Background: an optimization exercise with open tools, aiming at small area, a short achievable clock period and few clock cycles per item. Do not read the settings as production practice.

## the baseline
==> flow/design.v <==
module cordi_arch
(
	input [15:0] theta,
	input bgn,
	input clk,
	input rst_b,
	output [15:0] cos,
	output fin
);
reg [15:0] x, y, z;
reg busy, first, last, fin_r;
reg e1, e2, n0, n1, n2;
reg xsub, xsub_n, yneg, yneg_n;
reg [3:0] hsx, lsx;
wire [3:0] ln = (~busy | first) ? 4'b0001 : {lsx[2:0], lsx[3]};
wire [3:0] hn = (~busy | first) ? 4'b0001 : lsx[3] ? {hsx[2:0], hsx[3]} : hsx;
wire neg = z[15];
function [15:0] atan_tab;
	input [3:0] h, l;
	integer k;
	reg [15:0] a;
	begin
		atan_tab = 16'h0000;
		for (k = 3; k < 16; k = k + 1) begin
			a = (k == 3) ? 16'h07f5 : (k == 4) ? 16'h03ff : (16'h4000 >> k);
			if (h[(k - 3) / 4] & l[(k - 3) % 4]) atan_tab = atan_tab | a;
		end
	end
endfunction
wire [15:0] atan = first ? (e1 ? (e2 ? 16'h04ea : 16'h2446) : (e2 ? 16'h4042 : 16'h5f9e)) :
                   atan_tab(hsx, lsx);
function [15:0] ash;
	input [15:0] v;
	input [3:0] h, l;
	reg [15:0] m;
	integer j;
	begin
		for (j = 0; j < 16; j = j + 1)
			m[j] = (h[0] & v[j+3 > 15 ? 15 : j+3]) | (h[1] & v[j+7 > 15 ? 15 : j+7]) |
			       (h[2] & v[j+11 > 15 ? 15 : j+11]) | (h[3] & v[15]);
		for (j = 0; j < 16; j = j + 1)
			ash[j] = (l[0] & m[j]) | (l[1] & m[j+1 > 15 ? 15 : j+1]) |
			         (l[2] & m[j+2 > 15 ? 15 : j+2]) | (l[3] & m[j+3 > 15 ? 15 : j+3]);
	end
endfunction
wire [15:0] ysc = ash(y ^ {{8{~xsub_n}}, {8{xsub}}}, hsx, lsx);
wire [15:0] xsc = ash(x ^ {{8{~yneg_n}}, {8{yneg}}}, hsx, lsx);
wire ysgn = y[15] ^ ~xsub_n;
wire xsgn = x[15] ^ ~yneg_n;
wire [16:0] x_sum = {x, 1'b1} + {{4{ysgn}}, ysc[11:0], xsub};
wire [16:0] y_sum = {y, 1'b1} + {{4{xsgn}}, xsc[11:0], yneg};
wire [16:0] z_sum = {z, 1'b1} + {atan ^ {16{~neg}}, ~neg};
wire [15:0] x_add = x_sum[16:1];
wire [15:0] y_add = y_sum[16:1];
wire [15:0] z_add = z_sum[16:1];
wire [15:0] z_nxt = busy ? z_add : theta;
wire busy_nxt = busy ? ~last : bgn;
reg [15:0] x3, y3;
always @(*)
	case ({n0, n1, n2})
	3'b000: begin x3 = 16'd1245;  y3 = 16'd16166;   end
	3'b001: begin x3 = 16'd8705;  y3 = 16'd13680;   end
	3'b010: begin x3 = 16'd13680; y3 = 16'd8705;    end
	3'b011: begin x3 = 16'd16166; y3 = 16'd1245;    end
	3'b100: begin x3 = 16'd16168; y3 = -16'sd1244;  end
	3'b101: begin x3 = 16'd13680; y3 = -16'sd8706;  end
	3'b110: begin x3 = 16'd8705;  y3 = -16'sd13680; end
	default: begin x3 = 16'd1243; y3 = -16'sd16166; end
	endcase
function lt15;
	input [14:0] t, c;
	reg eq;
	integer k;
	begin
		lt15 = 1'b0;
		eq = 1'b1;
		for (k = 14; k >= 0; k = k - 1) begin
			lt15 = lt15 | (eq & c[k] & ~t[k]);
			eq = eq & ~(c[k] ^ t[k]);
		end
	end
endfunction
wire [14:0] t = theta[14:0];
wire n1_nxt = theta[15] ? lt15(t, 15'h4dbc) : lt15(t, 15'h3244);
wire n2_a = theta[15] ? lt15(t, 15'h3010) : lt15(t, 15'h1498);
wire n2_b = theta[15] ? lt15(t, 15'h6b68) : lt15(t, 15'h4ff0);
wire n2_nxt = n1_nxt ? n2_a : n2_b;
always @(posedge clk) begin
	x <= first ? x3 : x_add;
	y <= first ? y3 : ((busy & ~last) ? y_add : 16'h0000);
	z <= z_nxt;
	xsub <= ~z_nxt[15] & busy_nxt;
	xsub_n <= z_nxt[15] | ~busy_nxt;
	yneg <= z_nxt[15] & busy_nxt;
	yneg_n <= ~z_nxt[15] | ~busy_nxt;
	e1 <= n1_nxt ^ theta[15];
	e2 <= n2_nxt ^ theta[15];
	n0 <= theta[15];
	n1 <= n1_nxt;
	n2 <= n2_nxt;
	hsx <= hn; lsx <= ln;
	first <= bgn & ~busy;
	last <= busy & hsx[2] & lsx[3];
end
always @(posedge clk or negedge rst_b) begin
	if (!rst_b) begin
		busy <= 1'b0;
		fin_r <= 1'b0;
	end else begin
		busy <= busy_nxt;
		fin_r <= busy & last;
	end
end
assign cos = x;
assign fin = fin_r;
endmodule
==> flow/config.mk <==
export PLATFORM = sky130hd
export DESIGN_NAME = cordi_arch
export DESIGN_NICKNAME = cordi_arch
export VERILOG_FILES = /design/flow/design.v
export SDC_FILE = /design/flow/constraint.sdc
export NUM_CORES = 4
export LEC_CHECK = 0
export ABC_AREA = 1
export CAP_MARGIN = 20
export CORE_MARGIN = 2
export CORE_UTILIZATION = 40
export CTS_BUF_LIST = sky130_fd_sc_hd__clkbuf_8
export CTS_CLUSTER_DIAMETER = 150
export CTS_CLUSTER_SIZE = 40
export GPL_TIMING_DRIVEN = 0
export SLEW_MARGIN = 20
export TNS_END_PERCENT = 0
==> flow/constraint.sdc <==
create_clock -name core_clock -period 10.0 [get_ports {clk}]
set_input_delay 2.0000 -clock core_clock [delete_from_list [all_inputs] [get_ports {clk}]]
set_output_delay 2.0000 -clock core_clock [all_outputs]
set_load 0.01 [all_outputs]
standard.sh (not shown) runs the stock make flow with config.mk's settings and CLKGATE_MAP_FILE= SYNTH_SCRIPT=/design/flow/synth_recipe.tcl, a recipe that flattens the netlist after the stock synthesis.
==> flow/flow/run.sh <==
#!/bin/bash
# Standard ORFS layout, with buf_2 port buffers and repair_timing aiming for a
# larger setup margin (on the worst path only: TNS_END_PERCENT 0 in config.mk).
set -euo pipefail
bash standard.sh "BUFFER_PORTS_ARGS=-buffer_cell sky130_fd_sc_hd__buf_2" SETUP_SLACK_MARGIN=6.9 finish > standard_flow.log 2>&1
## Diff of input files: the candidate against the baseline
Settings: CTS_CLUSTER_SIZE changed from 40 to 30; CTS_CLUSTER_DIAMETER removed (was 150).
## What came out
- Between the baseline and the candidate, the difference in design area is negligible.
- The number of signal-net inverters in the final layout was comparable across the baseline and the candidate.
- The candidate -> the baseline: global router's overall resource usage delta 0, exact match
- As far as net count reported at finish is concerned, the candidate and the baseline perform about the same.
No run of this note included a check of the RTL's function; only the layout flow was run.

separate check: timing with driven ports:
The flow's constraints put no driver on any port. The routed layouts listed below were extracted and timed again, unchanged, in two steps.
Step 1 assumes that a clkbuf_16 drives the clock port and a buf_2 every other input.
Step 2, shift: input delay + t, output delay - t, t = (earliest + latest rising clock arrival at the registers) / 2. This alone moves slack from input paths to output paths.
Three values: ideal ports, drivers, drivers and shift; two values: the first two.
run | shift t [ns] | setup slack, ns | pins driven straight from the clock port
the baseline | 0.416 | 6.992 / 6.951 / 6.763 | 1
the candidate | 0.416 | 6.992 / 6.951 / 6.763 | 1
After both steps every run listed still meets setup and hold.
